Context: an optimization exercise on an open-source flow, tuned for small area. The choices shown serve that exercise and are no tape-out recipe.
In this exercise RTL edits were held to simulation tests only and were not proved equivalent to the original.
Power is estimated from default activity; no workload was simulated.

==> flow/design.v, too long to show whole: its modules and the start of the top module <==
// module pipelined_complex_mult: 1120 lines
// module cm_fa: 4 lines
// module cm_ha: 4 lines
// module cm_xor: 3 lines
// module cm_xnor: 3 lines
// module cm_or: 3 lines
// module cm_ao: 3 lines
// module cm_ao22: 3 lines
// module cm_bpp0: 3 lines
// module cm_bpp0n: 3 lines
// module cm_and: 3 lines
module pipelined_complex_mult (
    input clk,                    
    input rst,                    
    input signed [7:0] a,         
    input signed [7:0] b,         
    input signed [7:0] c,         
    input signed [7:0] d,         
    output reg signed [16:0] real_out,  
    output reg signed [16:0] imag_out   
);
  // ...
==> flow/flow/run.sh <==
#!/bin/bash
# The standard layout (standard.sh) with these changes:
#  - buffer_ports puts the smallest buffer, sky130_fd_sc_hd__buf_1, on every
#    input and output port instead of the cell it picks by default;
#  - clock tree synthesis arguments as set below (CTS_ARGS), if any.
# Each tool's full output is in the logs standard.sh writes under orfs/logs;
# this script's own output goes to run.log.
set -e
cd "$(dirname "$0")/.."
export BUFFER_PORTS_ARGS="-buffer_cell sky130_fd_sc_hd__buf_1"
export CTS_ARGS="-sink_clustering_enable -repair_clock_nets -dont_use_dummy_load -buf_list sky130_fd_sc_hd__clkbuf_8"
export REMOVE_ABC_BUFFERS=1
bash standard.sh > run.log 2>&1
==> flow/standard.sh <==
#!/bin/bash
# synth_recipe.tcl (not shown) runs the flow's synth.tcl, then flattens the netlist and writes it again
# the make line also repeats each setting of config.mk as NAME=value (left out here)
make -C /OpenROAD-flow-scripts/flow DESIGN_CONFIG=/design/flow/config.mk WORK_HOME=/design/flow/orfs CLKGATE_MAP_FILE= SYNTH_SCRIPT=/design/flow/synth_recipe.tcl "${@:-finish}"
==> flow/config.mk <==
export PLATFORM = sky130hd
export DESIGN_NAME = pipelined_complex_mult
export DESIGN_NICKNAME = pipelined_complex_mult
export VERILOG_FILES = /design/flow/design.v
export SDC_FILE = /design/flow/constraint.sdc
export NUM_CORES = 4
export LEC_CHECK = 0
export CAP_MARGIN = 20
export CORE_MARGIN = 2
export CORE_UTILIZATION = 40
export CTS_BUF_LIST = sky130_fd_sc_hd__clkbuf_8
export GPL_TIMING_DRIVEN = 0
export SLEW_MARGIN = 20
export SYNTH_HIERARCHICAL = 1
==> flow/constraint.sdc <==
create_clock -name core_clock -period 5.0 [get_ports {clk}]
set_input_delay 1.0000 -clock core_clock [delete_from_list [all_inputs] [get_ports {clk}]]
set_output_delay 1.0000 -clock core_clock [all_outputs]
set_load 0.01 [all_outputs]
==> summary.md, run 1 <==
| Metric | Value |
|---|---|
| Mux contribution to synthesized area | 0% |
| Post-synth EDFFs | 0 |
| Worst Path Required | 5.31 ns |
| Power Density | 673 nW/um^2 |
| Length of routed met3 wiring | 889 um |
| GR Layer Usage met2 | 29.1% |
| Critical path class | reg -> reg |
| P_seq | 1.60 mW |
| ANT cells | 0 |
| Initial DRC count | 283 |
| Crit share post-route | 96.1% |
| Synth top area share | 23.4% |
| Crit path time final | 4.81 ns |
| Hold slack | 0.310 ns |
| Pin count of the biggest net entering global routing | 53 |
| Slew headroom | 41.1% |
| First-pass GRT wire length | 32,300 um |
| Root buf cell | clkbuf_8 |
| Worst Path Buf+Inv | 0 |
| Fraction of final layout cells with drive strength greater than 1 | 9.16% |
| Critical Path Source Type | flop |
| Post-Synth Adder-Cell Area | 26.9% |
| Bufs w/o clock | 80 |
| Top Metal Used | met4 |
| Fin nets | 1,011 |
| Synthesized area | 9250 sq um |
| TritonCTS Buffers | 17 |
| Run status | no timing/DRC/antenna violations |
| ANT nets after route | 0 |
| Via count | 5,780 |
| Num rows | 55 |
| DRC | 0 |
| GR Layer Usage met1 | 22.5% |
| Clock-pin slew on the worst setup and hold paths | 0.07 ns |
| P_leak | 4.14 nW |
| Max Cap Violations | 0 |
| Metal-1 WL | 8900 um |
| Final Setup Violations | 0 |
| Met2 Wirelength | 9890 um |
| P&R area growth vs syn | 11.1% |
| Delay-heaviest family, CP | adder cells |
| Sequential Power Share | 23.1% |
| Area taken by multi-input logic gates | 6130 sq um |
==> inputs of run 2 (changes only) <==
--- a/flow/design.v
+++ b/flow/design.v
@@ -335,26 +335,26 @@
 wire re_p79_t;
 cm_ao22 u_re_p79_t (.a(b3[7]), .b(d3_one[3]), .c(b3[7]), .d(d3_two[3]), .y(re_p79_t));
 cm_xnor u_re_p79 (.x(re_p79_t), .y(d3_neg[3]), .s(re_p79));
 wire re_p80 = d3_neg[3];
 wire re_s81, re_c82;
 cm_xnor u_re_s81 (.x(re_p40), .y(re_p80), .s(re_s81));
 cm_or u_re_c82 (.x(re_p40), .y(re_p80), .c(re_c82));
 wire re_s83, re_c84;
-cm_fa u_re_s83 (.x(re_p30), .y(re_p70), .z(re_p5), .s(re_s83), .c(re_c84));
+cm_fa u_re_s83 (.x(re_p5), .y(re_p30), .z(re_p70), .s(re_s83), .c(re_c84));
 wire re_s85, re_c86;
 cm_xnor u_re_s85 (.x(re_p6), .y(re_p14), .s(re_s85));
 cm_or u_re_c86 (.x(re_p6), .y(re_p14), .c(re_c86));
 wire re_s87, re_c88;
-cm_fa u_re_s87 (.x(re_s81), .y(re_p7), .z(re_p15), .s(re_s87), .c(re_c88));
+cm_fa u_re_s87 (.x(re_p7), .y(re_p15), .z(re_s81), .s(re_s87), .c(re_c88));
 wire re_s89, re_c90;
 cm_fa u_re_s89 (.x(re_p23), .y(re_p31), .z(re_p47), .s(re_s89), .c(re_c90));
 wire re_s91, re_c92;
-cm_fa u_re_s91 (.x(re_c82), .y(re_p8), .z(re_p16), .s(re_s91), .c(re_c92));
+cm_fa u_re_s91 (.x(re_p8), .y(re_p16), .z(re_c82), .s(re_s91), .c(re_c92));
 wire re_s93, re_c94;
 cm_fa u_re_s93 (.x(re_p24), .y(re_p32), .z(re_p48), .s(re_s93), .c(re_c94));
 wire re_s95, re_c96;
 cm_xnor u_re_s95 (.x(re_p56), .y(re_p64), .s(re_s95));
 cm_or u_re_c96 (.x(re_p56), .y(re_p64), .c(re_c96));
 wire re_s97, re_c98;
 cm_fa u_re_s97 (.x(re_p9), .y(re_p17), .z(re_p25), .s(re_s97), .c(re_c98));
 wire re_s99, re_c100;
@@ -367,136 +367,136 @@
 wire re_s105, re_c106;
 cm_fa u_re_s105 (.x(re_p34), .y(re_p58), .z(re_p66), .s(re_s105), .c(re_c106));
 wire re_s107, re_c108;
 cm_ha u_re_s107 (.x(re_p19), .y(re_p27), .s(re_s107), .c(re_c108));
 wire re_s109, re_c110;
 cm_xnor u_re_s109 (.x(re_p35), .y(re_p59), .s(re_s109));
 cm_or u_re_c110 (.x(re_p35), .y(re_p59), .c(re_c110));
 wire re_s111, re_c112;
-cm_fa u_re_s111 (.x(re_p20), .y(re_p60), .z(re_p3), .s(re_s111), .c(re_c112));
+cm_fa u_re_s111 (.x(re_p3), .y(re_p20), .z(re_p60), .s(re_s111), .c(re_c112));
 wire re_s113, re_c114;
 cm_xnor u_re_s113 (.x(re_p4), .y(re_p12), .s(re_s113));
 cm_or u_re_c114 (.x(re_p4), .y(re_p12), .c(re_c114));
 wire re_s115, re_c116;
 cm_fa u_re_s115 (.x(re_p13), .y(re_p21), .z(re_p45), .s(re_s115), .c(re_c116));
 wire re_s117, re_c118;
 cm_xnor u_re_s117 (.x(re_p53), .y(re_p61), .s(re_s117));
 cm_or u_re_c118 (.x(re_p53), .y(re_p61), .c(re_c118));
 wire re_s119, re_c120;
 cm_fa u_re_s119 (.x(re_p22), .y(re_p46), .z(re_p54), .s(re_s119), .c(re_c120));
 wire re_s121, re_c122;
-cm_fa u_re_s121 (.x(re_p62), .y(re_s85), .z(re_c84), .s(re_s121), .c(re_c122));
+cm_fa u_re_s121 (.x(re_c84), .y(re_s85), .z(re_p62), .s(re_s121), .c(re_c122));
 wire re_s123, re_c124;
 cm_fa u_re_s123 (.x(re_p55), .y(re_p63), .z(re_p71), .s(re_s123), .c(re_c124));
 wire re_s125, re_c126;
-cm_fa u_re_s125 (.x(re_c86), .y(re_s87), .z(re_s89), .s(re_s125), .c(re_c126));
+cm_fa u_re_s125 (.x(re_s87), .y(re_s89), .z(re_c86), .s(re_s125), .c(re_c126));
 wire re_s127, re_c128;
-cm_fa u_re_s127 (.x(re_p72), .y(re_s95), .z(re_c88), .s(re_s127), .c(re_c128));
+cm_fa u_re_s127 (.x(re_c88), .y(re_s95), .z(re_p72), .s(re_s127), .c(re_c128));
 wire re_s129, re_c130;
-cm_fa u_re_s129 (.x(re_c90), .y(re_s91), .z(re_s93), .s(re_s129), .c(re_c130));
+cm_fa u_re_s129 (.x(re_s91), .y(re_s93), .z(re_c90), .s(re_s129), .c(re_c130));
 wire re_s131, re_c132;
-cm_fa u_re_s131 (.x(re_s101), .y(re_c96), .z(re_c92), .s(re_s131), .c(re_c132));
+cm_fa u_re_s131 (.x(re_c92), .y(re_c96), .z(re_s101), .s(re_s131), .c(re_c132));
 wire re_s133, re_c134;
-cm_fa u_re_s133 (.x(re_c94), .y(re_s97), .z(re_s99), .s(re_s133), .c(re_c134));
+cm_fa u_re_s133 (.x(re_s97), .y(re_s99), .z(re_c94), .s(re_s133), .c(re_c134));
 wire re_s135, re_c136;
-cm_fa u_re_s135 (.x(re_p74), .y(re_c102), .z(re_s103), .s(re_s135), .c(re_c136));
+cm_fa u_re_s135 (.x(re_s103), .y(re_c102), .z(re_p74), .s(re_s135), .c(re_c136));
 wire re_s137, re_c138;
-cm_fa u_re_s137 (.x(re_c98), .y(re_c100), .z(re_s105), .s(re_s137), .c(re_c138));
+cm_fa u_re_s137 (.x(re_s105), .y(re_c98), .z(re_c100), .s(re_s137), .c(re_c138));
 wire re_s139, re_c140;
-cm_fa u_re_s139 (.x(re_p67), .y(re_p75), .z(re_s109), .s(re_s139), .c(re_c140));
+cm_fa u_re_s139 (.x(re_s109), .y(re_p67), .z(re_p75), .s(re_s139), .c(re_c140));
 wire re_s141, re_c142;
-cm_fa u_re_s141 (.x(re_c104), .y(re_s107), .z(re_c106), .s(re_s141), .c(re_c142));
+cm_fa u_re_s141 (.x(re_c106), .y(re_s107), .z(re_c104), .s(re_s141), .c(re_c142));
 wire re_s143, re_c144;
 cm_fa u_re_s143 (.x(re_p28), .y(re_p36), .z(re_p68), .s(re_s143), .c(re_c144));
 wire re_s145, re_c146;
-cm_fa u_re_s145 (.x(re_p76), .y(re_c108), .z(re_c110), .s(re_s145), .c(re_c146));
+cm_fa u_re_s145 (.x(re_c108), .y(re_c110), .z(re_p76), .s(re_s145), .c(re_c146));
 wire re_s147, re_c148;
 cm_ha u_re_s147 (.x(re_p29), .y(re_p37), .s(re_s147), .c(re_c148));
 wire re_s149, re_c150;
 cm_xnor u_re_s149 (.x(re_p69), .y(re_p77), .s(re_s149));
 cm_or u_re_c150 (.x(re_p69), .y(re_p77), .c(re_c150));
 wire re_s151, re_c152;
 cm_xnor u_re_s151 (.x(re_p10), .y(re_p50), .s(re_s151));
 cm_or u_re_c152 (.x(re_p10), .y(re_p50), .c(re_c152));
 wire re_s153, re_c154;
 cm_xnor u_re_s153 (.x(re_p11), .y(re_p43), .s(re_s153));
 cm_or u_re_c154 (.x(re_p11), .y(re_p43), .c(re_c154));
 wire re_s155, re_c156;
-cm_fa u_re_s155 (.x(re_p44), .y(re_p52), .z(re_s113), .s(re_s155), .c(re_c156));
+cm_fa u_re_s155 (.x(re_s113), .y(re_p44), .z(re_p52), .s(re_s155), .c(re_c156));
 wire re_s157, re_c158;
-cm_fa u_re_s157 (.x(re_s117), .y(re_c114), .z(re_s115), .s(re_s157), .c(re_c158));
+cm_fa u_re_s157 (.x(re_s115), .y(re_c114), .z(re_s117), .s(re_s157), .c(re_c158));
 wire re_s159, re_c160;
-cm_fa u_re_s159 (.x(re_c118), .y(re_c116), .z(re_s119), .s(re_s159), .c(re_c160));
+cm_fa u_re_s159 (.x(re_s119), .y(re_c116), .z(re_c118), .s(re_s159), .c(re_c160));
 wire re_s161, re_c162;
-cm_fa u_re_s161 (.x(re_c120), .y(re_s123), .z(re_c122), .s(re_s161), .c(re_c162));
+cm_fa u_re_s161 (.x(re_c122), .y(re_s123), .z(re_c120), .s(re_s161), .c(re_c162));
 wire re_s163, re_c164;
-cm_fa u_re_s163 (.x(re_c124), .y(re_c126), .z(re_s127), .s(re_s163), .c(re_c164));
+cm_fa u_re_s163 (.x(re_c126), .y(re_s127), .z(re_c124), .s(re_s163), .c(re_c164));
 wire re_s165, re_c166;
-cm_fa u_re_s165 (.x(re_c128), .y(re_c130), .z(re_s131), .s(re_s165), .c(re_c166));
+cm_fa u_re_s165 (.x(re_c130), .y(re_s131), .z(re_c128), .s(re_s165), .c(re_c166));
 wire re_s167, re_c168;
-cm_fa u_re_s167 (.x(re_c132), .y(re_s135), .z(re_c134), .s(re_s167), .c(re_c168));
+cm_fa u_re_s167 (.x(re_c134), .y(re_c132), .z(re_s135), .s(re_s167), .c(re_c168));
 wire re_s169, re_c170;
-cm_fa u_re_s169 (.x(re_c136), .y(re_s139), .z(re_c138), .s(re_s169), .c(re_c170));
+cm_fa u_re_s169 (.x(re_c138), .y(re_s139), .z(re_c136), .s(re_s169), .c(re_c170));
 wire re_s171, re_c172;
-cm_fa u_re_s171 (.x(re_s143), .y(re_c140), .z(re_s145), .s(re_s171), .c(re_c172));
+cm_fa u_re_s171 (.x(re_s145), .y(re_c140), .z(re_s143), .s(re_s171), .c(re_c172));
 wire re_s173, re_c174;
-cm_fa u_re_s173 (.x(re_s149), .y(re_s147), .z(re_c144), .s(re_s173), .c(re_c174));
+cm_fa u_re_s173 (.x(re_c144), .y(re_s147), .z(re_s149), .s(re_s173), .c(re_c174));
 wire re_s175, re_c176;
-cm_fa u_re_s175 (.x(re_p38), .y(re_p78), .z(re_c148), .s(re_s175), .c(re_c176));
+cm_fa u_re_s175 (.x(re_c148), .y(re_p38), .z(re_p78), .s(re_s175), .c(re_c176));
 wire n177 = ~re_p39;
 wire re_s178, re_c179;
 cm_xnor u_re_s178 (.x(re_s151), .y(re_p1), .s(re_s178));
 cm_or u_re_c179 (.x(re_s151), .y(re_p1), .c(re_c179));
 wire re_s180, re_c181;
-cm_fa u_re_s180 (.x(re_c152), .y(re_p2), .z(re_p42), .s(re_s180), .c(re_c181));
+cm_fa u_re_s180 (.x(re_p2), .y(re_p42), .z(re_c152), .s(re_s180), .c(re_c181));
 wire re_s182, re_c183;
-cm_fa u_re_s182 (.x(re_p51), .y(re_s153), .z(re_s111), .s(re_s182), .c(re_c183));
+cm_fa u_re_s182 (.x(re_s111), .y(re_s153), .z(re_p51), .s(re_s182), .c(re_c183));
 wire re_s184, re_c185;
-cm_fa u_re_s184 (.x(re_c154), .y(re_c112), .z(re_s155), .s(re_s184), .c(re_c185));
+cm_fa u_re_s184 (.x(re_s155), .y(re_c112), .z(re_c154), .s(re_s184), .c(re_c185));
 wire re_s186, re_c187;
-cm_fa u_re_s186 (.x(re_s83), .y(re_c156), .z(re_s157), .s(re_s186), .c(re_c187));
+cm_fa u_re_s186 (.x(re_s157), .y(re_c156), .z(re_s83), .s(re_s186), .c(re_c187));
 wire re_s188, re_c189;
-cm_fa u_re_s188 (.x(re_c158), .y(re_s121), .z(re_s159), .s(re_s188), .c(re_c189));
+cm_fa u_re_s188 (.x(re_s159), .y(re_c158), .z(re_s121), .s(re_s188), .c(re_c189));
 wire re_s190, re_c191;
-cm_fa u_re_s190 (.x(re_c160), .y(re_s125), .z(re_s161), .s(re_s190), .c(re_c191));
+cm_fa u_re_s190 (.x(re_s161), .y(re_s125), .z(re_c160), .s(re_s190), .c(re_c191));
 wire re_s192, re_c193;
-cm_fa u_re_s192 (.x(re_s129), .y(re_c162), .z(re_s163), .s(re_s192), .c(re_c193));
+cm_fa u_re_s192 (.x(re_s163), .y(re_c162), .z(re_s129), .s(re_s192), .c(re_c193));
 wire re_s194, re_c195;
-cm_fa u_re_s194 (.x(re_s133), .y(re_c164), .z(re_s165), .s(re_s194), .c(re_c195));
+cm_fa u_re_s194 (.x(re_s165), .y(re_c164), .z(re_s133), .s(re_s194), .c(re_c195));
 wire re_s196, re_c197;
-cm_fa u_re_s196 (.x(re_s137), .y(re_c166), .z(re_s167), .s(re_s196), .c(re_c197));
+cm_fa u_re_s196 (.x(re_s167), .y(re_c166), .z(re_s137), .s(re_s196), .c(re_c197));
 wire re_s198, re_c199;
-cm_fa u_re_s198 (.x(re_s141), .y(re_c168), .z(re_s169), .s(re_s198), .c(re_c199));
+cm_fa u_re_s198 (.x(re_s169), .y(re_c168), .z(re_s141), .s(re_s198), .c(re_c199));
 wire re_s200, re_c201;
-cm_fa u_re_s200 (.x(re_c142), .y(re_s171), .z(re_c170), .s(re_s200), .c(re_c201));
+cm_fa u_re_s200 (.x(re_c170), .y(re_s171), .z(re_c142), .s(re_s200), .c(re_c201));
 wire re_s202, re_c203;
-cm_fa u_re_s202 (.x(re_c146), .y(re_s173), .z(re_c172), .s(re_s202), .c(re_c203));
+cm_fa u_re_s202 (.x(re_c172), .y(re_s173), .z(re_c146), .s(re_s202), .c(re_c203));
 wire re_s204, re_c205;
-cm_fa u_re_s204 (.x(re_c150), .y(re_s175), .z(re_c174), .s(re_s204), .c(re_c205));
+cm_fa u_re_s204 (.x(re_c174), .y(re_s175), .z(re_c150), .s(re_s204), .c(re_c205));
 wire re_s206, re_c207;
-cm_fa u_re_s206 (.x(re_p79), .y(n177), .z(re_c176), .s(re_s206), .c(re_c207));
+cm_fa u_re_s206 (.x(re_c176), .y(n177), .z(re_p79), .s(re_s206), .c(re_c207));
 wire re_s208, re_c209;
 cm_xnor u_re_s208 (.x(re_s178), .y(re_p41), .s(re_s208));
 cm_or u_re_c209 (.x(re_s178), .y(re_p41), .c(re_c209));
 wire n210 = ~re_s208;
 wire re_s211, re_c212;
-cm_fa u_re_s211 (.x(re_c179), .y(re_s180), .z(re_c209), .s(re_s211), .c(re_c212));
+cm_fa u_re_s211 (.x(re_s180), .y(re_c209), .z(re_c179), .s(re_s211), .c(re_c212));
 wire n213 = ~re_s211;
 wire re_s214, re_c215;
-cm_fa u_re_s214 (.x(re_c181), .y(re_s182), .z(re_c212), .s(re_s214), .c(re_c215));
+cm_fa u_re_s214 (.x(re_s182), .y(re_c212), .z(re_c181), .s(re_s214), .c(re_c215));
 wire n216 = ~re_s214;
 wire re_s217, re_c218;
-cm_fa u_re_s217 (.x(re_c183), .y(re_s184), .z(re_c215), .s(re_s217), .c(re_c218));
+cm_fa u_re_s217 (.x(re_c215), .y(re_s184), .z(re_c183), .s(re_s217), .c(re_c218));
 wire n219 = ~re_s217;
 wire re_s220, re_c221;
-cm_fa u_re_s220 (.x(re_c185), .y(re_s186), .z(re_c218), .s(re_s220), .c(re_c221));
+cm_fa u_re_s220 (.x(re_c218), .y(re_s186), .z(re_c185), .s(re_s220), .c(re_c221));
 wire n222 = ~re_s220;
 wire re_s223, re_c224;
-cm_fa u_re_s223 (.x(re_c187), .y(re_s188), .z(re_c221), .s(re_s223), .c(re_c224));
+cm_fa u_re_s223 (.x(re_c221), .y(re_s188), .z(re_c187), .s(re_s223), .c(re_c224));
 wire n225 = ~re_s223;
 wire re_hp226, re_hg227;
 cm_ha u_re_hp226 (.x(re_c189), .y(re_s190), .s(re_hp226), .c(re_hg227));
 wire re_hp228, re_hg229;
 cm_ha u_re_hp228 (.x(re_c191), .y(re_s192), .s(re_hp228), .c(re_hg229));
 wire re_hp230, re_hg231;
 cm_ha u_re_hp230 (.x(re_c193), .y(re_s194), .s(re_hp230), .c(re_hg231));
 wire re_hp232, re_hg233;
@@ -861,26 +861,26 @@
 wire im_p358_t;
 cm_ao22 u_im_p358_t (.a(b3[7]), .b(c3_one[3]), .c(b3[7]), .d(c3_two[3]), .y(im_p358_t));
 cm_xor u_im_p358 (.x(im_p358_t), .y(c3_neg[3]), .s(im_p358));
 wire im_p359 = ~c3_neg[3];
 wire im_s360, im_c361;
 cm_xnor u_im_s360 (.x(im_p319), .y(im_p359), .s(im_s360));
 cm_or u_im_c361 (.x(im_p319), .y(im_p359), .c(im_c361));
 wire im_s362, im_c363;
-cm_fa u_im_s362 (.x(im_p309), .y(im_p349), .z(im_p284), .s(im_s362), .c(im_c363));
+cm_fa u_im_s362 (.x(im_p284), .y(im_p309), .z(im_p349), .s(im_s362), .c(im_c363));
 wire im_s364, im_c365;
 cm_xnor u_im_s364 (.x(im_p285), .y(im_p293), .s(im_s364));
 cm_or u_im_c365 (.x(im_p285), .y(im_p293), .c(im_c365));
 wire im_s366, im_c367;
-cm_fa u_im_s366 (.x(im_s360), .y(im_p286), .z(im_p294), .s(im_s366), .c(im_c367));
+cm_fa u_im_s366 (.x(im_p286), .y(im_p294), .z(im_s360), .s(im_s366), .c(im_c367));
 wire im_s368, im_c369;
 cm_fa u_im_s368 (.x(im_p302), .y(im_p310), .z(im_p326), .s(im_s368), .c(im_c369));
 wire im_s370, im_c371;
-cm_fa u_im_s370 (.x(im_c361), .y(im_p287), .z(im_p295), .s(im_s370), .c(im_c371));
+cm_fa u_im_s370 (.x(im_p287), .y(im_p295), .z(im_c361), .s(im_s370), .c(im_c371));
 wire im_s372, im_c373;
 cm_fa u_im_s372 (.x(im_p303), .y(im_p311), .z(im_p327), .s(im_s372), .c(im_c373));
 wire im_s374, im_c375;
 cm_xnor u_im_s374 (.x(im_p335), .y(im_p343), .s(im_s374));
 cm_or u_im_c375 (.x(im_p335), .y(im_p343), .c(im_c375));
 wire im_s376, im_c377;
 cm_fa u_im_s376 (.x(im_p288), .y(im_p296), .z(im_p304), .s(im_s376), .c(im_c377));
 wire im_s378, im_c379;
@@ -893,136 +893,136 @@
 wire im_s384, im_c385;
 cm_fa u_im_s384 (.x(im_p313), .y(im_p337), .z(im_p345), .s(im_s384), .c(im_c385));
 wire im_s386, im_c387;
 cm_ha u_im_s386 (.x(im_p298), .y(im_p306), .s(im_s386), .c(im_c387));
 wire im_s388, im_c389;
 cm_xnor u_im_s388 (.x(im_p314), .y(im_p338), .s(im_s388));
 cm_or u_im_c389 (.x(im_p314), .y(im_p338), .c(im_c389));
 wire im_s390, im_c391;
-cm_fa u_im_s390 (.x(im_p299), .y(im_p339), .z(im_p282), .s(im_s390), .c(im_c391));
+cm_fa u_im_s390 (.x(im_p282), .y(im_p299), .z(im_p339), .s(im_s390), .c(im_c391));
 wire im_s392, im_c393;
 cm_xnor u_im_s392 (.x(im_p283), .y(im_p291), .s(im_s392));
 cm_or u_im_c393 (.x(im_p283), .y(im_p291), .c(im_c393));
 wire im_s394, im_c395;
 cm_fa u_im_s394 (.x(im_p292), .y(im_p300), .z(im_p324), .s(im_s394), .c(im_c395));
 wire im_s396, im_c397;
 cm_xnor u_im_s396 (.x(im_p332), .y(im_p340), .s(im_s396));
 cm_or u_im_c397 (.x(im_p332), .y(im_p340), .c(im_c397));
 wire im_s398, im_c399;
 cm_fa u_im_s398 (.x(im_p301), .y(im_p325), .z(im_p333), .s(im_s398), .c(im_c399));
 wire im_s400, im_c401;
-cm_fa u_im_s400 (.x(im_p341), .y(im_s364), .z(im_c363), .s(im_s400), .c(im_c401));
+cm_fa u_im_s400 (.x(im_c363), .y(im_s364), .z(im_p341), .s(im_s400), .c(im_c401));
 wire im_s402, im_c403;
 cm_fa u_im_s402 (.x(im_p334), .y(im_p342), .z(im_p350), .s(im_s402), .c(im_c403));
 wire im_s404, im_c405;
-cm_fa u_im_s404 (.x(im_c365), .y(im_s366), .z(im_s368), .s(im_s404), .c(im_c405));
+cm_fa u_im_s404 (.x(im_s366), .y(im_s368), .z(im_c365), .s(im_s404), .c(im_c405));
 wire im_s406, im_c407;
-cm_fa u_im_s406 (.x(im_p351), .y(im_s374), .z(im_c367), .s(im_s406), .c(im_c407));
+cm_fa u_im_s406 (.x(im_c367), .y(im_s374), .z(im_p351), .s(im_s406), .c(im_c407));
 wire im_s408, im_c409;
-cm_fa u_im_s408 (.x(im_c369), .y(im_s370), .z(im_s372), .s(im_s408), .c(im_c409));
+cm_fa u_im_s408 (.x(im_s370), .y(im_s372), .z(im_c369), .s(im_s408), .c(im_c409));
 wire im_s410, im_c411;
-cm_fa u_im_s410 (.x(im_s380), .y(im_c375), .z(im_c371), .s(im_s410), .c(im_c411));
+cm_fa u_im_s410 (.x(im_c371), .y(im_c375), .z(im_s380), .s(im_s410), .c(im_c411));
 wire im_s412, im_c413;
-cm_fa u_im_s412 (.x(im_c373), .y(im_s376), .z(im_s378), .s(im_s412), .c(im_c413));
+cm_fa u_im_s412 (.x(im_s376), .y(im_s378), .z(im_c373), .s(im_s412), .c(im_c413));
 wire im_s414, im_c415;
-cm_fa u_im_s414 (.x(im_p353), .y(im_c381), .z(im_s382), .s(im_s414), .c(im_c415));
+cm_fa u_im_s414 (.x(im_s382), .y(im_c381), .z(im_p353), .s(im_s414), .c(im_c415));
 wire im_s416, im_c417;
-cm_fa u_im_s416 (.x(im_c377), .y(im_c379), .z(im_s384), .s(im_s416), .c(im_c417));
+cm_fa u_im_s416 (.x(im_s384), .y(im_c377), .z(im_c379), .s(im_s416), .c(im_c417));
 wire im_s418, im_c419;
-cm_fa u_im_s418 (.x(im_p346), .y(im_p354), .z(im_s388), .s(im_s418), .c(im_c419));
+cm_fa u_im_s418 (.x(im_s388), .y(im_p346), .z(im_p354), .s(im_s418), .c(im_c419));
 wire im_s420, im_c421;
-cm_fa u_im_s420 (.x(im_c383), .y(im_s386), .z(im_c385), .s(im_s420), .c(im_c421));
+cm_fa u_im_s420 (.x(im_c385), .y(im_s386), .z(im_c383), .s(im_s420), .c(im_c421));
 wire im_s422, im_c423;
 cm_fa u_im_s422 (.x(im_p307), .y(im_p315), .z(im_p347), .s(im_s422), .c(im_c423));
 wire im_s424, im_c425;
-cm_fa u_im_s424 (.x(im_p355), .y(im_c387), .z(im_c389), .s(im_s424), .c(im_c425));
+cm_fa u_im_s424 (.x(im_c387), .y(im_c389), .z(im_p355), .s(im_s424), .c(im_c425));
 wire im_s426, im_c427;
 cm_ha u_im_s426 (.x(im_p308), .y(im_p316), .s(im_s426), .c(im_c427));
 wire im_s428, im_c429;
 cm_xnor u_im_s428 (.x(im_p348), .y(im_p356), .s(im_s428));
 cm_or u_im_c429 (.x(im_p348), .y(im_p356), .c(im_c429));
 wire im_s430, im_c431;
 cm_xnor u_im_s430 (.x(im_p289), .y(im_p329), .s(im_s430));
 cm_or u_im_c431 (.x(im_p289), .y(im_p329), .c(im_c431));
 wire im_s432, im_c433;
 cm_xnor u_im_s432 (.x(im_p290), .y(im_p322), .s(im_s432));
 cm_or u_im_c433 (.x(im_p290), .y(im_p322), .c(im_c433));
 wire im_s434, im_c435;
-cm_fa u_im_s434 (.x(im_p323), .y(im_p331), .z(im_s392), .s(im_s434), .c(im_c435));
+cm_fa u_im_s434 (.x(im_s392), .y(im_p323), .z(im_p331), .s(im_s434), .c(im_c435));
 wire im_s436, im_c437;
-cm_fa u_im_s436 (.x(im_s396), .y(im_c393), .z(im_s394), .s(im_s436), .c(im_c437));
+cm_fa u_im_s436 (.x(im_s394), .y(im_c393), .z(im_s396), .s(im_s436), .c(im_c437));
 wire im_s438, im_c439;
-cm_fa u_im_s438 (.x(im_c397), .y(im_c395), .z(im_s398), .s(im_s438), .c(im_c439));
+cm_fa u_im_s438 (.x(im_s398), .y(im_c395), .z(im_c397), .s(im_s438), .c(im_c439));
 wire im_s440, im_c441;
-cm_fa u_im_s440 (.x(im_c399), .y(im_s402), .z(im_c401), .s(im_s440), .c(im_c441));
+cm_fa u_im_s440 (.x(im_c401), .y(im_s402), .z(im_c399), .s(im_s440), .c(im_c441));
 wire im_s442, im_c443;
-cm_fa u_im_s442 (.x(im_c403), .y(im_c405), .z(im_s406), .s(im_s442), .c(im_c443));
+cm_fa u_im_s442 (.x(im_c405), .y(im_s406), .z(im_c403), .s(im_s442), .c(im_c443));
 wire im_s444, im_c445;
-cm_fa u_im_s444 (.x(im_c407), .y(im_c409), .z(im_s410), .s(im_s444), .c(im_c445));
+cm_fa u_im_s444 (.x(im_c409), .y(im_s410), .z(im_c407), .s(im_s444), .c(im_c445));
 wire im_s446, im_c447;
-cm_fa u_im_s446 (.x(im_c411), .y(im_s414), .z(im_c413), .s(im_s446), .c(im_c447));
+cm_fa u_im_s446 (.x(im_c413), .y(im_c411), .z(im_s414), .s(im_s446), .c(im_c447));
 wire im_s448, im_c449;
-cm_fa u_im_s448 (.x(im_c415), .y(im_s418), .z(im_c417), .s(im_s448), .c(im_c449));
+cm_fa u_im_s448 (.x(im_c417), .y(im_s418), .z(im_c415), .s(im_s448), .c(im_c449));
 wire im_s450, im_c451;
-cm_fa u_im_s450 (.x(im_s422), .y(im_c419), .z(im_s424), .s(im_s450), .c(im_c451));
+cm_fa u_im_s450 (.x(im_s424), .y(im_c419), .z(im_s422), .s(im_s450), .c(im_c451));
 wire im_s452, im_c453;
-cm_fa u_im_s452 (.x(im_s428), .y(im_s426), .z(im_c423), .s(im_s452), .c(im_c453));
+cm_fa u_im_s452 (.x(im_c423), .y(im_s426), .z(im_s428), .s(im_s452), .c(im_c453));
 wire im_s454, im_c455;
-cm_fa u_im_s454 (.x(im_p317), .y(im_p357), .z(im_c427), .s(im_s454), .c(im_c455));
+cm_fa u_im_s454 (.x(im_c427), .y(im_p317), .z(im_p357), .s(im_s454), .c(im_c455));
 wire n456 = ~im_p318;
 wire im_s457, im_c458;
 cm_xnor u_im_s457 (.x(im_s430), .y(im_p280), .s(im_s457));
 cm_or u_im_c458 (.x(im_s430), .y(im_p280), .c(im_c458));
 wire im_s459, im_c460;
-cm_fa u_im_s459 (.x(im_c431), .y(im_p281), .z(im_p321), .s(im_s459), .c(im_c460));
+cm_fa u_im_s459 (.x(im_p281), .y(im_p321), .z(im_c431), .s(im_s459), .c(im_c460));
 wire im_s461, im_c462;
-cm_fa u_im_s461 (.x(im_p330), .y(im_s432), .z(im_s390), .s(im_s461), .c(im_c462));
+cm_fa u_im_s461 (.x(im_s390), .y(im_s432), .z(im_p330), .s(im_s461), .c(im_c462));
 wire im_s463, im_c464;
-cm_fa u_im_s463 (.x(im_c433), .y(im_c391), .z(im_s434), .s(im_s463), .c(im_c464));
+cm_fa u_im_s463 (.x(im_s434), .y(im_c391), .z(im_c433), .s(im_s463), .c(im_c464));
 wire im_s465, im_c466;
-cm_fa u_im_s465 (.x(im_s362), .y(im_c435), .z(im_s436), .s(im_s465), .c(im_c466));
+cm_fa u_im_s465 (.x(im_s436), .y(im_c435), .z(im_s362), .s(im_s465), .c(im_c466));
 wire im_s467, im_c468;
-cm_fa u_im_s467 (.x(im_c437), .y(im_s400), .z(im_s438), .s(im_s467), .c(im_c468));
+cm_fa u_im_s467 (.x(im_s438), .y(im_c437), .z(im_s400), .s(im_s467), .c(im_c468));
 wire im_s469, im_c470;
-cm_fa u_im_s469 (.x(im_c439), .y(im_s404), .z(im_s440), .s(im_s469), .c(im_c470));
+cm_fa u_im_s469 (.x(im_s440), .y(im_s404), .z(im_c439), .s(im_s469), .c(im_c470));
 wire im_s471, im_c472;
-cm_fa u_im_s471 (.x(im_s408), .y(im_c441), .z(im_s442), .s(im_s471), .c(im_c472));
+cm_fa u_im_s471 (.x(im_s442), .y(im_c441), .z(im_s408), .s(im_s471), .c(im_c472));
 wire im_s473, im_c474;
-cm_fa u_im_s473 (.x(im_s412), .y(im_c443), .z(im_s444), .s(im_s473), .c(im_c474));
+cm_fa u_im_s473 (.x(im_s444), .y(im_c443), .z(im_s412), .s(im_s473), .c(im_c474));
 wire im_s475, im_c476;
-cm_fa u_im_s475 (.x(im_s416), .y(im_c445), .z(im_s446), .s(im_s475), .c(im_c476));
+cm_fa u_im_s475 (.x(im_s446), .y(im_c445), .z(im_s416), .s(im_s475), .c(im_c476));
 wire im_s477, im_c478;
-cm_fa u_im_s477 (.x(im_s420), .y(im_c447), .z(im_s448), .s(im_s477), .c(im_c478));
+cm_fa u_im_s477 (.x(im_s448), .y(im_c447), .z(im_s420), .s(im_s477), .c(im_c478));
 wire im_s479, im_c480;
-cm_fa u_im_s479 (.x(im_c421), .y(im_s450), .z(im_c449), .s(im_s479), .c(im_c480));
+cm_fa u_im_s479 (.x(im_c449), .y(im_s450), .z(im_c421), .s(im_s479), .c(im_c480));
 wire im_s481, im_c482;
-cm_fa u_im_s481 (.x(im_c425), .y(im_s452), .z(im_c451), .s(im_s481), .c(im_c482));
+cm_fa u_im_s481 (.x(im_c451), .y(im_s452), .z(im_c425), .s(im_s481), .c(im_c482));
 wire im_s483, im_c484;
-cm_fa u_im_s483 (.x(im_c429), .y(im_s454), .z(im_c453), .s(im_s483), .c(im_c484));
+cm_fa u_im_s483 (.x(im_c453), .y(im_s454), .z(im_c429), .s(im_s483), .c(im_c484));
 wire im_s485, im_c486;
-cm_fa u_im_s485 (.x(im_p358), .y(n456), .z(im_c455), .s(im_s485), .c(im_c486));
+cm_fa u_im_s485 (.x(im_c455), .y(n456), .z(im_p358), .s(im_s485), .c(im_c486));
 wire im_s487, im_c488;
 cm_xnor u_im_s487 (.x(im_s457), .y(im_p320), .s(im_s487));
 cm_or u_im_c488 (.x(im_s457), .y(im_p320), .c(im_c488));
 wire n489 = ~im_s487;
 wire im_s490, im_c491;
-cm_fa u_im_s490 (.x(im_c458), .y(im_s459), .z(im_c488), .s(im_s490), .c(im_c491));
+cm_fa u_im_s490 (.x(im_s459), .y(im_c488), .z(im_c458), .s(im_s490), .c(im_c491));
 wire n492 = ~im_s490;
 wire im_s493, im_c494;
-cm_fa u_im_s493 (.x(im_c460), .y(im_s461), .z(im_c491), .s(im_s493), .c(im_c494));
+cm_fa u_im_s493 (.x(im_s461), .y(im_c491), .z(im_c460), .s(im_s493), .c(im_c494));
 wire n495 = ~im_s493;
 wire im_s496, im_c497;
-cm_fa u_im_s496 (.x(im_c462), .y(im_s463), .z(im_c494), .s(im_s496), .c(im_c497));
+cm_fa u_im_s496 (.x(im_c494), .y(im_s463), .z(im_c462), .s(im_s496), .c(im_c497));
 wire n498 = ~im_s496;
 wire im_s499, im_c500;
-cm_fa u_im_s499 (.x(im_c464), .y(im_s465), .z(im_c497), .s(im_s499), .c(im_c500));
+cm_fa u_im_s499 (.x(im_c497), .y(im_s465), .z(im_c464), .s(im_s499), .c(im_c500));
 wire n501 = ~im_s499;
 wire im_s502, im_c503;
-cm_fa u_im_s502 (.x(im_c466), .y(im_s467), .z(im_c500), .s(im_s502), .c(im_c503));
+cm_fa u_im_s502 (.x(im_c500), .y(im_s467), .z(im_c466), .s(im_s502), .c(im_c503));
 wire n504 = ~im_s502;
 wire im_hp505, im_hg506;
 cm_ha u_im_hp505 (.x(im_c468), .y(im_s469), .s(im_hp505), .c(im_hg506));
 wire im_hp507, im_hg508;
 cm_ha u_im_hp507 (.x(im_c470), .y(im_s471), .s(im_hp507), .c(im_hg508));
 wire im_hp509, im_hg510;
 cm_ha u_im_hp509 (.x(im_c472), .y(im_s473), .s(im_hp509), .c(im_hg510));
 wire im_hp511, im_hg512;
==> summary.md, run 2 <==
| Metric | Value |
|---|---|
| Final hold violation count | 0 |
| Fin nets | 1,000 (-1.1%) |
| Power Density | 663 nW/um^2 (-1.4%) |
| TritonCTS Buffers | 17 (unchanged) |
| First-pass GRT wire length | 32,700 um (+1.3%) |
| CTS H-tree lvls | 4 |
| Worst Path Required | 5.32 ns (about the same) |
| Worst Hold Class | reg -> reg |
| Crit path time final | 4.82 ns (+0.0173 ns) |
| Commonest cells in the netlist | xnor2_1 (136), a22o_1 (128), fa_1 (108) |
| Max Slew Vio Count | 0 |
| Delay-heaviest family, CP | adder cells |
| Critical Path AT | 5.14 ns |
| Most frequent cells in the layout | xnor2_1 (136), a22o_1 (128), fa_1 (108) |
| Worst Setup SP | b3[4] |
| P&R area growth vs syn | 9.48% |
| Total Routed Length | 19,900 um |
| Number of global-route vias before repair | 6,030 |
| Dpl ws | -0.437 ns |
| Worst Skew | 0.0423 ns |
| Via count | 5,710 (-1.2%) |
| Antenna violations before repair | 0 |
| Final instance area | 10,100 sq um |
| Num rows | 55 (unchanged) |
| Crit share post-route | 96.5% (+0.35 points) |
| Die height | 156 um |
| Final Setup Violations | 0 (unchanged) |
| Max Cap Violations | 0 (unchanged) |
| Number of synthesis warnings | 7 |
| Post-synth EDFFs | 0 (unchanged) |
| ANT nets after route | 0 (unchanged) |
| Post-synthesis cell count | 745 |
| Biggest regs | imag_out x17, real_out x17 |
| Worst Path Buf+Inv | 0 (unchanged) |
| P_leak | 4.08 nW (-1.4%) |
| ANT cells | 0 (unchanged) |
| Ys flop type | dfxtp_1 |
| Die Width | 156 um |
| Overall Global Routing Usage | 17.5% |
| Io pins | 68 |
| Setup crit end kind | flop |
| Clock buffer depth | 2 |
| Pin count of the biggest net entering global routing | 53 (unchanged) |
| Placed Instance Area | 9860 sq um |
| Register area share after synthesis | 33.1% |
| F_max | 207 MHz |
| Setup TNS Final | 0 ns |
| Final Non-Filler Cells | 1,115 |
| DR WL/cell | 17.9 um |
| Crit Path Max Fanout | 16 |
| Cell with the most instances after synthesis | xnor2_1 |
| Core area | 22,600 sq um |
| #FFs+latches synth | 140 |
| Final core occ | 44.7% |
| DRC | 0 (unchanged) |
| Slowest cell on the critical path | dfrtp_1 |
| DIE AREA | 24,400 sq um |
| Setup ws final | 0.176 ns |
| Initial core utilization | 40.9% |
| Slew headroom | 42.8% (+1.7 points) |
| Largest area contributor in the netlist | fa_1 |
| Clock-pin slew on the worst setup and hold paths | 0.08 ns (about the same) |
| Max incr delay on CP | 0.82 ns |
| Grt total ovfl | 0 |
| Area taken by multi-input logic gates | 6090 sq um (-0.63%) |
| Hold slack | 0.308 ns (-0.00179 ns) |
| Pre-antenna DRT Iters | 4 |
| Root buf cell | clkbuf_8 |
| FFs w/ async S/R, synth | 37.1% |
| Hold_sp | a1[5] |
| Worst IR Drop VDD | 544 uV |
| Fill cells | 2,124 |
| Run status | no timing/DRC/antenna violations |
| Avg Inst Size Synth | 12.4 sq um |
| Worst r2r src | b3[4] |
| Synthesized area | 9250 sq um (unchanged) |
| RSZ-0062 raised after global routing | no |
| Critical path class | reg -> reg |
| Clock Sinks | 140 |
| Initial DRC count | 251 (-11%) |
| Overall power | 6.72 mW |
| Worst-margin pin slew | 0.858 ns |
| Placed cell count | 1,096 |
| Synth unique cells | 18 |
| DP Wirelength | 13,000 um |
| Worst-Skew Late Latency | 0.46 ns |
| Fraction of final layout cells with drive strength greater than 1 | 6.39% (-2.8 points) |
| CP cell instances | a22o_1, xor2_1, fa_1, fa_1, fa_1, fa_1, fa_1, a21o_1, a21o_1, a21o_1, a21o_1, xnor2_1 |
| Critical Path Source Type | flop |
| TritonCTS clock tree | built |
| Synth top area share | 23.4% (unchanged) |
| Area contributors post-synth | fa_1 (23%), dfxtp_1 (19%), dfrtp_1 (14%), xnor2_1 (13%), a22o_1 (12%) |
| Register area | 3090 sq um |
| Port Buffers | 67 |
| Commonest non-fill, non-tap cell in the layout | xnor2_1 |
| Most frequent CP cell | fa_1 |
| Via/cell ratio | 5.12 |
| GP Congestion | 0.815 |
run 2: cell counts after synthesis:
Identical to the previous run, type by type.
run 2: layout make-up:
class / instances / area share (%)
multi-input combinational: 581 / 60.1
sequential: 140 / 30.5
tap: 285 / 3.52
timing repair buffer: 69 / 2.63
clock buffer: 17 / 2.31
inverter: 23 / 0.877
run 2: modules after synthesis (local to each module, per instance):
module | cells | times used | flops+latches
cm_and | 1 | 14 | 0
cm_ao | 1 | 34 | 0
cm_ao22 | 1 | 128 | 0
cm_bpp0 | 2 | 4 | 0
cm_bpp0n | 2 | 12 | 0
cm_fa | 1 | 108 | 0
cm_ha | 1 | 26 | 0
cm_or | 1 | 24 | 0
cm_xnor | 1 | 132 | 0
cm_xor | 1 | 40 | 0
pipelined_complex_mult | 207 | 1 | 140
run 2: kinds of logic after synthesis:
kind of cell / Yosys count / synth area share, %
XOR/XNOR: 194 / 18.4
AO/OA/AOI/OAI: 168 / 15.3
flip-flops: 140 / 33.1
adder cells (fa/ha/maj): 134 / 26.9
AND/OR/NAND/NOR: 84 / 5.27
buffers and inverters: 24 / 1.05
other: 1 / 0.0405
run 2: per-layer routing:
metal | share of wire (%) | global-route usage [%] | vias to the layer above
li1 | - | - | 2720
met1 | 44 | 22.9 | 2821
met2 | 49 | 28.8 | 145
met3 | 5.1 | 3.08 | 24
met4 | 2.1 | 7.03 | 0
met5 | 0 | 0 | -
run 2: repair_timing:
| item | CTS | global route |
|---|---|---|
| buffers inserted | 0 | 2 |
| endpoints found under the setup margin | 15 | 6 |
| gates cloned | 0 | 0 |
| resized for setup | 4 | 13 |
| hold buffers | 0 | 0 |
run 2: path summary, 6_finish.rpt:
path	to	slack [ns]	cells after the start
setup / recovery	real_out[14]	0.18	12
hold / removal	a2[5]	0.31	0
setup reg to reg	real_out[14]	0.18	12
hold reg to reg	a2[5]	0.31	0
max in group asynchronous	b3[1]	3.87	2
min in group asynchronous	v1	0.63	2
run 2: power breakdown:
part | internal, mW | total (mW) | switching, mW
clock | 0.299 | 0.664 | 0.365
combinational | 2.26 | 4.45 | 2.19
sequential | 1.42 | 1.60 | 0.184
total | 3.98 | 6.72 | 2.74
==> inputs of run 3 (changes only) <==
--- a/flow/flow/run.sh
+++ b/flow/flow/run.sh
@@ -8,6 +8,6 @@
 set -e
 cd "$(dirname "$0")/.."
 export BUFFER_PORTS_ARGS="-buffer_cell sky130_fd_sc_hd__buf_1"
-export CTS_ARGS="-sink_clustering_enable -repair_clock_nets -dont_use_dummy_load -buf_list sky130_fd_sc_hd__clkbuf_8"
+export CTS_ARGS="-sink_clustering_enable -repair_clock_nets -dont_use_dummy_load -buf_list sky130_fd_sc_hd__clkbuf_8 -sink_clustering_size 16 -sink_clustering_max_diameter 120"
 export REMOVE_ABC_BUFFERS=1
 bash standard.sh > run.log 2>&1
==> summary.md, run 3 <==
| Metric | Value |
|---|---|
| Run status | no timing/DRC/antenna violations |
| Post-synth EDFFs | 0 (unchanged) |
| Area contributors post-synth | fa_1 (23%), dfxtp_1 (19%), dfrtp_1 (14%), xnor2_1 (13%), a22o_1 (12%) |
| Max Cap Violations | 0 (unchanged) |
| Via/cell ratio | 5.12 (unchanged) |
| Synth unique cells | 18 (unchanged) |
| DRC | 0 (unchanged) |
| Slew headroom | 42.8% (unchanged) |
| Crit path time final | 4.82 ns (unchanged) |
| Commonest non-fill, non-tap cell in the layout | xnor2_1 |
| Port Buffers | 67 (unchanged) |
| Clock Sinks | 140 (unchanged) |
| FFs w/ async S/R, synth | 37.1% (unchanged) |
| Final core occ | 44.7% (unchanged) |
| Number of global-route vias before repair | 6,030 (unchanged) |
| Fin nets | 1,000 (unchanged) |
| GP Congestion | 0.815 (unchanged) |
| Commonest cells in the netlist | xnor2_1 (136), a22o_1 (128), fa_1 (108) |
| Largest area contributor in the netlist | fa_1 |
| Worst IR Drop VDD | 544 uV (unchanged) |
| Slowest cell on the critical path | dfrtp_1 |
| ANT cells | 0 (unchanged) |
| Die Width | 156 um (unchanged) |
| Antenna violations before repair | 0 (unchanged) |
| Critical path class | reg -> reg |
| Via count | 5,710 (unchanged) |
| Grt total ovfl | 0 (unchanged) |
| Biggest regs | imag_out x17, real_out x17 |
| P_leak | 4.08 nW (unchanged) |
| Power Density | 663 nW/um^2 (unchanged) |
| Overall power | 6.72 mW (unchanged) |
| CTS H-tree lvls | 4 (unchanged) |
| Total Routed Length | 19,900 um (unchanged) |
| #FFs+latches synth | 140 (unchanged) |
| RSZ-0062 raised after global routing | no |
| ANT nets after route | 0 (unchanged) |
| Initial core utilization | 40.9% (unchanged) |
| Max Slew Vio Count | 0 (unchanged) |
| Critical Path AT | 5.14 ns (about the same) |
| Crit share post-route | 96.5% (unchanged) |
| Max incr delay on CP | 0.82 ns (about the same) |
| Most frequent CP cell | fa_1 |
| Worst-margin pin slew | 0.858 ns (unchanged) |
| Post-synthesis cell count | 745 (unchanged) |
| Synthesized area | 9250 sq um (unchanged) |
| Cts hold-fix bufs | 0 (unchanged) |
| Cell with the most instances after synthesis | xnor2_1 |
| P&R area growth vs syn | 9.48% (unchanged) |
| Crit Path Max Fanout | 16 (unchanged) |
| Register area share after synthesis | 33.1% (unchanged) |
| F_max | 207 MHz (unchanged) |
| Overall Global Routing Usage | 17.5% (unchanged) |
| TritonCTS Buffers | 17 (unchanged) |
| Final Setup Violations | 0 (unchanged) |
| Core area | 22,600 sq um (unchanged) |
| Avg Inst Size Synth | 12.4 sq um (unchanged) |
| Initial DRC count | 251 (unchanged) |
| Num rows | 55 (unchanged) |
| Clock buffer depth | 2 (unchanged) |
| Pin count of the biggest net entering global routing | 53 (unchanged) |
| Number of synthesis warnings | 7 (unchanged) |
| Critical Path Source Type | flop |
| Most frequent cells in the layout | xnor2_1 (136), a22o_1 (128), fa_1 (108) |
| DR WL/cell | 17.9 um (unchanged) |
| CP cell instances | a22o_1, xor2_1, fa_1, fa_1, fa_1, fa_1, fa_1, a21o_1, a21o_1, a21o_1, a21o_1, xnor2_1 |
| Final hold violation count | 0 (unchanged) |
| Ys flop type | dfxtp_1 |
| Pre-antenna DRT Iters | 4 (unchanged) |
| Worst Hold Class | reg -> reg |
| Root buf cell | clkbuf_8 |
| Synth top area share | 23.4% (unchanged) |
| Setup crit end kind | flop |
| Worst-Skew Late Latency | 0.46 ns (about the same) |
| DP Wirelength | 13,000 um (unchanged) |
| Clock-pin slew on the worst setup and hold paths | 0.08 ns (about the same) |
| Die height | 156 um (unchanged) |
| First-pass GRT wire length | 32,700 um (unchanged) |
| TritonCTS clock tree | built |
| Worst Path Required | 5.32 ns (about the same) |
| Worst Skew | 0.0423 ns (unchanged) |
| Fraction of final layout cells with drive strength greater than 1 | 6.39% (unchanged) |
| Io pins | 68 (unchanged) |
| DIE AREA | 24,400 sq um (unchanged) |
[run 3: cell counts after synthesis]
Identical to the previous run, type by type.
[run 3: timing repair]
| item | in CTS | in global routing |
|---|---|---|
| hold endpoints to repair | 0 | 0 |
| setup endpoints to repair | 15 | 6 |
| buffers inserted | 0 | 2 |
| gates resized for setup | 4 | 13 |
[run 3: modules after synthesis, one instance, submodules excluded, excerpt]
module	cells inside	flops+latches
cm_ao	1	0
cm_ao22	1	0
cm_bpp0	2	0
cm_bpp0n	2	0
cm_fa	1	0
cm_xor	1	0
pipelined_complex_mult	207	140
[run 3: layout make-up]
type	instances	area, sq um
tap	285	357
timing repair buffer	69	267
sequential	140	3090
clock buffer	17	234
inverter	23	88.8
multi-input combinational	581	6090
fill	2124	12500
[run 3: kinds of logic after synthesis]
group | after synthesis | synth area share (%)
AOI/OAI and AO/OA | 168 | 15.3
xor gates and xnor gates | 194 | 18.4
adders and majority gates | 134 | 26.9
buffers and inverters | 24 | 1.05
DFF | 140 | 33.1
other | 1 | 0.0405
and+or+nand+nor | 84 | 5.27
[run 3: worst max-delay path: cells and delay by family, from the launching register on]
kind | cells | cell delay [ns]
flops | 1 | 0.82
compound gates | 5 | 1.22
xor+xnor | 2 | 0.34
fa+ha+maj | 5 | 2.32
[run 3: path summary, 6_finish.rpt]
kind,start,endpoint,slack (ns),cells past startpoint
min reg2reg,a1[5],a2[5],0.31,0
min in group asynchronous,rst,v1,0.63,2
max reg2reg,b3[4],real_out[14],0.18,12
max in group asynchronous,rst,b3[1],3.87,2
max,b3[4],real_out[14],0.18,12
min,a1[5],a2[5],0.31,0
[run 3: power by group]
part | internal (mW) | total (mW) | switching, mW | leakage, nW
clock network | 0.299 | 0.664 | 0.365 | 0.122
registers | 1.42 | 1.60 | 0.184 | 1.36
logic | 2.26 | 4.45 | 2.19 | 2.60
total | 3.98 | 6.72 | 2.74 | 4.08
[run 3: per-stage QoR]
stage	instances	instance area (sq um)	hold WS [ns]	setup TNS, ns	setup slack (ns)
after CTS	1113	10100	0.307	0	0.00477
after global routing	1115	10100	0.319	0	0.00513
after floorplan	744	9240	0.310	0	0.228
after global placement	1096	9850	0.311	-3.15	-0.415
after detailed placement	1096	9860	0.312	-3.50	-0.437
final	1115	10100	0.308	0	0.176
[run 3: metal layers]
metal	global-route usage [%]	part of all wire [%]	vias up	wire length (um)
met2	28.8	49	145	9730
li1	-	-	2720	-
met4	7.03	2.1	0	426
met5	0	0	-	0
met1	22.9	44	2821	8750
met3	3.08	5.1	24	1030
==> inputs of run 4 (changes only) <==
--- a/flow/flow/run.sh
+++ b/flow/flow/run.sh
@@ -8,6 +8,6 @@
 set -e
 cd "$(dirname "$0")/.."
 export BUFFER_PORTS_ARGS="-buffer_cell sky130_fd_sc_hd__buf_1"
-export CTS_ARGS="-sink_clustering_enable -repair_clock_nets -dont_use_dummy_load -buf_list sky130_fd_sc_hd__clkbuf_8 -sink_clustering_size 16 -sink_clustering_max_diameter 120"
+export CTS_ARGS="-sink_clustering_enable -repair_clock_nets -dont_use_dummy_load -buf_list sky130_fd_sc_hd__clkbuf_8 -sink_clustering_size 24 -sink_clustering_max_diameter 120"
 export REMOVE_ABC_BUFFERS=1
 bash standard.sh > run.log 2>&1
==> summary.md, run 4 <==
| Metric | Value |
|---|---|
| Run status | no timing/DRC/antenna violations |
| Post-synthesis cell count | 745 (unchanged) |
| Power Density | 663 nW/um^2 (unchanged) |
| Port Buffers | 67 (unchanged) |
| ANT cells | 0 (unchanged) |
| Fraction of final layout cells with drive strength greater than 1 | 6.39% (unchanged) |
| Worst Skew | 0.0423 ns (unchanged) |
| Mux contribution to synthesized area | 0% (unchanged) |
| Final Non-Filler Cells | 1,115 (unchanged) |
| Cell with the most instances after synthesis | xnor2_1 |
| TritonCTS clock tree | built |
| Area taken by multi-input logic gates | 6090 sq um (unchanged) |
| F_max | 207 MHz (unchanged) |
| Grt met3 use | 3.08% (unchanged) |
| Die height | 156 um (unchanged) |
| Root buf cell | clkbuf_8 |
| P&R area growth vs syn | 9.48% (unchanged) |
| Crit Path Max Fanout | 16 (unchanged) |
| P_leak | 4.08 nW (unchanged) |
| Largest family of logic cells by synthesized area | adder cells |
| Worst Path Required | 5.32 ns (about the same) |
| Critical Path AT | 5.14 ns (about the same) |
| GP Congestion | 0.815 (unchanged) |
| Reg2reg path depth | 12 (unchanged) |
| Cts hold-fix bufs | 0 (unchanged) |
| Placed cell count | 1,096 (unchanged) |
| Num rows | 55 (unchanged) |
| Critical path class | reg -> reg |
| Clock-pin slew on the worst setup and hold paths | 0.08 ns (about the same) |
| Critical Path Source Type | flop |
| Initial DRC count | 251 (unchanged) |
| TritonCTS Buffers | 17 (unchanged) |
| Area contributors post-synth | fa_1 (23%), dfxtp_1 (19%), dfrtp_1 (14%), xnor2_1 (13%), a22o_1 (12%) |
| Initial core utilization | 40.9% (unchanged) |
| Simple-gate share of the synthesized area | 5.27% (unchanged) |
| DP Wirelength | 13,000 um (unchanged) |
| Worst IR Drop VDD | 544 uV (unchanged) |
| Worst Setup SP | b3[4] |
| Overall power | 6.72 mW (unchanged) |
| ANT nets after route | 0 (unchanged) |
| Via count | 5,710 (unchanged) |
| Max Slew Vio Count | 0 (unchanged) |
| GR peak layer | met2 |
| Crit share post-route | 96.5% (unchanged) |
| Max incr delay on CP | 0.82 ns (about the same) |
| Biggest regs | imag_out x17, real_out x17 |
| Most frequent CP cell | fa_1 |
| Io pins | 68 (unchanged) |
| Fill cells | 2,124 (unchanged) |
| Clock buffer depth | 2 (unchanged) |
| Crit path capture | real_out[14] |
| Overall Global Routing Usage | 17.5% (unchanged) |
| Grt total ovfl | 0 (unchanged) |
| R2r endpoint | real_out[14] |
| Synth top area share | 23.4% (unchanged) |
| Register area | 3090 sq um (unchanged) |
| GR Layer Usage met1 | 22.9% (unchanged) |
| Slew headroom | 42.8% (unchanged) |
| Post-synthesis xor/xnor area fraction | 18.4% (unchanged) |
| Number of global-route vias before repair | 6,030 (unchanged) |
| Commonest cells in the netlist | xnor2_1 (136), a22o_1 (128), fa_1 (108) |
| Max Cap Violations | 0 (unchanged) |
| #FFs+latches synth | 140 (unchanged) |
| Ys flop type | dfxtp_1 |
| First-pass GRT wire length | 32,700 um (unchanged) |
| Number of synthesis warnings | 7 (unchanged) |
| Most frequent cells in the layout | xnor2_1 (136), a22o_1 (128), fa_1 (108) |
| Post-Synth Adder-Cell Area | 26.9% (unchanged) |
| Largest area contributor in the netlist | fa_1 |
| Register area share after synthesis | 33.1% (unchanged) |
| Commonest non-fill, non-tap cell in the layout | xnor2_1 |
| Pre-antenna DRT Iters | 4 (unchanged) |
| Via/cell ratio | 5.12 (unchanged) |
| Final core occ | 44.7% (unchanged) |
| Final hold violation count | 0 (unchanged) |
| Worst Hold Class | reg -> reg |
| CTS H-tree lvls | 4 (unchanged) |
| FFs w/ async S/R, synth | 37.1% (unchanged) |
| DR WL/cell | 17.9 um (unchanged) |
| Core area | 22,600 sq um (unchanged) |
| Setup crit end kind | flop |
| Crit path time final | 4.82 ns (unchanged) |
| Total Routed Length | 19,900 um (unchanged) |
| DIE AREA | 24,400 sq um (unchanged) |
| Clock Sinks | 140 (unchanged) |
| Worst-margin pin slew | 0.858 ns (unchanged) |
| Synth unique cells | 18 (unchanged) |
| Die Width | 156 um (unchanged) |
| Worst r2r src | b3[4] |
| Post-synthesis compound-gate area fraction | 15.3% (unchanged) |
| Pin count of the biggest net entering global routing | 53 (unchanged) |
| RSZ-0062 raised after global routing | no |
| Final Setup Violations | 0 (unchanged) |
| DRC | 0 (unchanged) |
| GR Layer Usage met2 | 28.8% (unchanged) |
| R2R Setup Slk | 0.18 ns (about the same) |
| Antenna violations before repair | 0 (unchanged) |
| Worst-Skew Late Latency | 0.46 ns (about the same) |
| Avg Inst Size Synth | 12.4 sq um (unchanged) |
| Fin nets | 1,000 (unchanged) |
| CP cell instances | a22o_1, xor2_1, fa_1, fa_1, fa_1, fa_1, fa_1, a21o_1, a21o_1, a21o_1, a21o_1, xnor2_1 |
| Post-synth EDFFs | 0 (unchanged) |
| Slowest cell on the critical path | dfrtp_1 |
| Synthesized area | 9250 sq um (unchanged) |
-- run 4: worst max-delay path, delay by kind of cell (launching register included) --
| family | cells | cell delay (ns) |
|---|---|---|
| XOR/XNOR | 2 | 0.34 |
| adder cells (fa/ha/maj) | 5 | 2.32 |
| AO/OA/AOI/OAI | 5 | 1.22 |
| flip-flops | 1 | 0.82 |
-- run 4: cell type report --
cell class | instances | area share [%]
Inverter | 23 | 0.877
Timing Repair Buffer | 69 | 2.63
Clock buffer | 17 | 2.31
Multi-Input combinational cell | 581 | 60.1
Tap cell | 285 | 3.52
Sequential cell | 140 | 30.5
-- run 4: stage by stage --
step,hold WS [ns],setup TNS [ns],setup WS (ns),area (sq um)
finish,0.308,0,0.176,10100
global route,0.319,0,0.00513,10100
CTS,0.307,0,0.00477,10100
detailed placement,0.312,-3.50,-0.437,9860
global placement,0.311,-3.15,-0.415,9850
floorplan,0.310,0,0.228,9240
-- run 4: power by group --
| group | switching, mW | internal [mW] |
|---|---|---|
| sequential | 0.184 | 1.42 |
| clock | 0.365 | 0.299 |
| combinational | 2.19 | 2.26 |
-- run 4: routing by layer --
layer,up-vias,wire length (um)
met5,-,0
met4,0,426
met3,24,1030
li1,2720,-
met2,145,9730
met1,2821,8750
-- run 4: Yosys stat by module, one instance, submodules excluded --
module,cells,cell area [sq um]
cm_ha,1,12.5
cm_xnor,1,8.76
cm_fa,1,20.0
pipelined_complex_mult,207,3440
cm_xor,1,8.76
cm_bpp0n,2,12.5
cm_or,1,6.26
cm_ao,1,7.51
cm_and,1,6.26
cm_ao22,1,8.76
cm_bpp0,2,12.5
-- run 4: how the worst min path moves through the flow --
stage	depth (start not counted)	to	slack, ns	start
2_1_floorplan	0	a2[0]	0.31	a1[0]
4_1_cts	0	b2[5]	0.31	b1[5]
6_report	0	a2[5]	0.31	a1[5]
5_1_grt	0	a2[5]	0.32	a1[5]
3_5_place_dp	0	a2[6]	0.31	a1[6]
3_3_place_gp	0	c2[5]	0.31	c1[5]
-- run 4: what timing repair did --
| action | 4_1_cts | 5_1_grt |
|---|---|---|
| resized for setup | 4 | 13 |
| setup endpoints to repair | 15 | 6 |
| endpoints found under the hold margin | 0 | 0 |
| setup buffers | 0 | 2 |
-- run 4: kinds of logic after synthesis --
group	Yosys count
and+or+nand+nor	84
xor gates and xnor gates	194
AOI/OAI and AO/OA	168
buffers and inverters	24
other	1
DFF	140
adders and majority gates	134
==> inputs of run 5 (changes only) <==
==> flow/flow/run.sh (replaced) <==
#!/bin/bash
# The standard layout (standard.sh), with these ORFS settings changed:
#  - BUFFER_PORTS_ARGS: buffer_ports puts the smallest buffer,
#    sky130_fd_sc_hd__buf_1, on every input and output port instead of the
#    cell it picks by default (every port still gets its buffer);
#  - CTS_ARGS: the standard clock tree synthesis arguments plus
#    -dont_use_dummy_load (no dummy clock loads for balancing);
#  - REMOVE_ABC_BUFFERS: the floorplan step removes the buffers that ABC put
#    into the synthesized netlist and leaves buffering to the resizer.
# Each tool's full output is in the logs standard.sh writes under orfs/logs;
# this script's own output goes to run.log.
set -e
cd "$(dirname "$0")/.."
export BUFFER_PORTS_ARGS="-buffer_cell sky130_fd_sc_hd__buf_1"
export CTS_ARGS="-sink_clustering_enable -repair_clock_nets -dont_use_dummy_load -buf_list sky130_fd_sc_hd__clkbuf_8"
export REMOVE_ABC_BUFFERS=1
bash standard.sh > run.log 2>&1
==> summary.md, run 5 <==
| Metric | Value |
|---|---|
| Run status | no timing/DRC/antenna violations |
| Final Setup Violations | 0 (unchanged) |
| Placed cell count | 1,096 (unchanged) |
| Worst Path Required | 5.32 ns (about the same) |
| Worst-Skew Late Latency | 0.46 ns (about the same) |
| Antenna violations before repair | 0 (unchanged) |
| F_max | 207 MHz (unchanged) |
| Hold Crit Depth | 0 (unchanged) |
| Hold_sp | a1[5] |
| Grt total ovfl | 0 (unchanged) |
| RSZ-0062 raised after global routing | no |
| Post-synthesis cell count | 745 (unchanged) |
| Clock buffer depth | 2 (unchanged) |
| Root buf cell | clkbuf_8 |
| Worst-margin pin slew | 0.858 ns (unchanged) |
| DRC | 0 (unchanged) |
| Crit Path Max Fanout | 16 (unchanged) |
| CTS H-tree lvls | 4 (unchanged) |
| Initial core utilization | 40.9% (unchanged) |
| Power Density | 663 nW/um^2 (unchanged) |
| DR WL/cell | 17.9 um (unchanged) |
| Register area share after synthesis | 33.1% (unchanged) |
| Synthesized area | 9250 sq um (unchanged) |
| Critical Path AT | 5.14 ns (about the same) |
| Worst IR Drop VDD | 544 uV (unchanged) |
| ANT cells | 0 (unchanged) |
| Commonest non-fill, non-tap cell in the layout | xnor2_1 |
| ANT nets after route | 0 (unchanged) |
| #FFs+latches synth | 140 (unchanged) |
| Critical path class | reg -> reg |
| TritonCTS Buffers | 17 (unchanged) |
| Crit path time final | 4.82 ns (unchanged) |
| Critical Path Source Type | flop |
| FFs w/ async S/R, synth | 37.1% (unchanged) |
| Largest area contributor in the netlist | fa_1 |
| Port Buffers | 67 (unchanged) |
| TritonCTS clock tree | built |
| Via/cell ratio | 5.12 (unchanged) |
| First-pass GRT wire length | 32,700 um (unchanged) |
| Most frequent cells in the layout | xnor2_1 (136), a22o_1 (128), fa_1 (108) |
| Worst r2r src | b3[4] |
| Overall power | 6.72 mW (unchanged) |
| Worst Skew | 0.0423 ns (unchanged) |
| GP Congestion | 0.815 (unchanged) |
| Overall Global Routing Usage | 17.5% (unchanged) |
| DIE AREA | 24,400 sq um (unchanged) |
| Fraction of final layout cells with drive strength greater than 1 | 6.39% (unchanged) |
| Slew headroom | 42.8% (unchanged) |
| Biggest regs | imag_out x17, real_out x17 |
## run 5: worst max path at each step
stage	start	end	slack, ns	depth (start not counted)
floorplan	c3_neg[0]	imag_out[15]	0.23	13
global route	c3_neg[1]	real_out[14]	0.005	12
global placement	c3_neg[0]	real_out[14]	-0.42	13
detailed placement	c3_neg[0]	real_out[14]	-0.44	13
CTS	b3[1]	real_out[14]	0.005	13
finish	b3[4]	real_out[14]	0.18	12
## run 5: logic make-up (layout without fill, tap and decap cells)
| kind of cell | after synthesis | count (layout) | share of synthesized area, % |
|---|---|---|---|
| xor gates and xnor gates | 194 | 194 | 18.4 |
| AOI/OAI and AO/OA | 168 | 168 | 15.3 |
| DFF | 140 | 140 | 33.1 |
| adders and majority gates | 134 | 134 | 26.9 |
| and+or+nand+nor | 84 | 84 | 5.27 |
| buffers and inverters | 24 | 109 | 1.05 |
| other | 1 | 1 | 0.0405 |
## run 5: where the power goes
part	internal, mW	total (mW)	switching [mW]
Clock	0.299	0.664	0.365
Sequential	1.42	1.60	0.184
Combinational	2.26	4.45	2.19
Total	3.98	6.72	2.74
## run 5: what timing repair did
| action | in CTS | in global routing |
|---|---|---|
| gates cloned | 0 | 0 |
| hold buffers | 0 | 0 |
| pin swaps | 0 | 0 |
| resized for setup | 4 | 13 |
| setup buffers | 0 | 2 |
| endpoints found under the setup margin | 15 | 6 |
## run 5: layer usage
metal | vias to the layer above | GRT usage (%)
li1 | 2720 | -
met1 | 2821 | 22.9
met2 | 145 | 28.8
met3 | 24 | 3.08
met4 | 0 | 7.03
met5 | - | 0
## run 5: critical path: stages (launching register included)
cell	delay, ns
dfrtp_1	0.82
a22o_1	0.27
xor2_1	0.22
fa_1	0.49
fa_1	0.52
fa_1	0.45
fa_1	0.45
fa_1	0.41
a21o_1	0.23
a21o_1	0.26
a21o_1	0.27
a21o_1	0.19
xnor2_1	0.12
## run 5: through the flow
step | hold slack, ns | area (sq um) | setup WS [ns]
after global placement | 0.311 | 9850 | -0.415
after detailed placement | 0.312 | 9860 | -0.437
after CTS | 0.307 | 10100 | 0.00477
after global routing | 0.319 | 10100 | 0.00513
final | 0.308 | 10100 | 0.176
after floorplan | 0.310 | 9240 | 0.228
## run 5: cell type report
| class | instances | area share [%] |
|---|---|---|
| clock buffers | 17 | 2.31 |
| inverters | 23 | 0.877 |
| multi-input cells | 581 | 60.1 |
| flip-flops and latches | 140 | 30.5 |
| well taps | 285 | 3.52 |
| repair buffers | 69 | 2.63 |
## run 5: modules after synthesis (local to each module, per instance), excerpt
| module | cell area (sq um) | flops+latches | cells inside | copies in the design |
|---|---|---|---|---|
| cm_xor | 8.76 | 0 | 1 | 40 |
| cm_bpp0 | 12.5 | 0 | 2 | 4 |
| pipelined_complex_mult | 3440 | 140 | 207 | 1 |
| cm_and | 6.26 | 0 | 1 | 14 |
| cm_ao22 | 8.76 | 0 | 1 | 128 |
| cm_xnor | 8.76 | 0 | 1 | 132 |

## re-timing with driven ports
Ports are ideal in the flow. The routed layouts listed here were re-timed in OpenROAD. Step 1, drivers: a clkbuf_16 drives clk and a buf_2 each remaining input, both assumed. Step 2 times the ports against the registers' clock, not the clock port: input delays grow and output delays shrink by t, the midpoint of the rising clock arrivals with the driver on. Three values: ideal ports, drivers, drivers and shift; two values: the first two.
run	shift t [ns]	setup slack, ns	worst hold slack (ns)	worst setup path after step 2
run 1	0.476	0.193 / 0.193 / 0.193	0.310 / 0.310 / 0.310	register to register
run 2	0.480	0.176 / 0.176 / 0.176	0.308 / 0.308 / 0.308	register to register
run 3	0.480	0.176 / 0.176 / 0.176	0.308 / 0.308 / 0.308	register to register
run 4	0.480	0.176 / 0.176 / 0.176	0.308 / 0.308 / 0.308	register to register
run 5	0.480	0.176 / 0.176 / 0.176	0.308 / 0.308 / 0.308	register to register
After both steps every run listed still meets setup and hold.
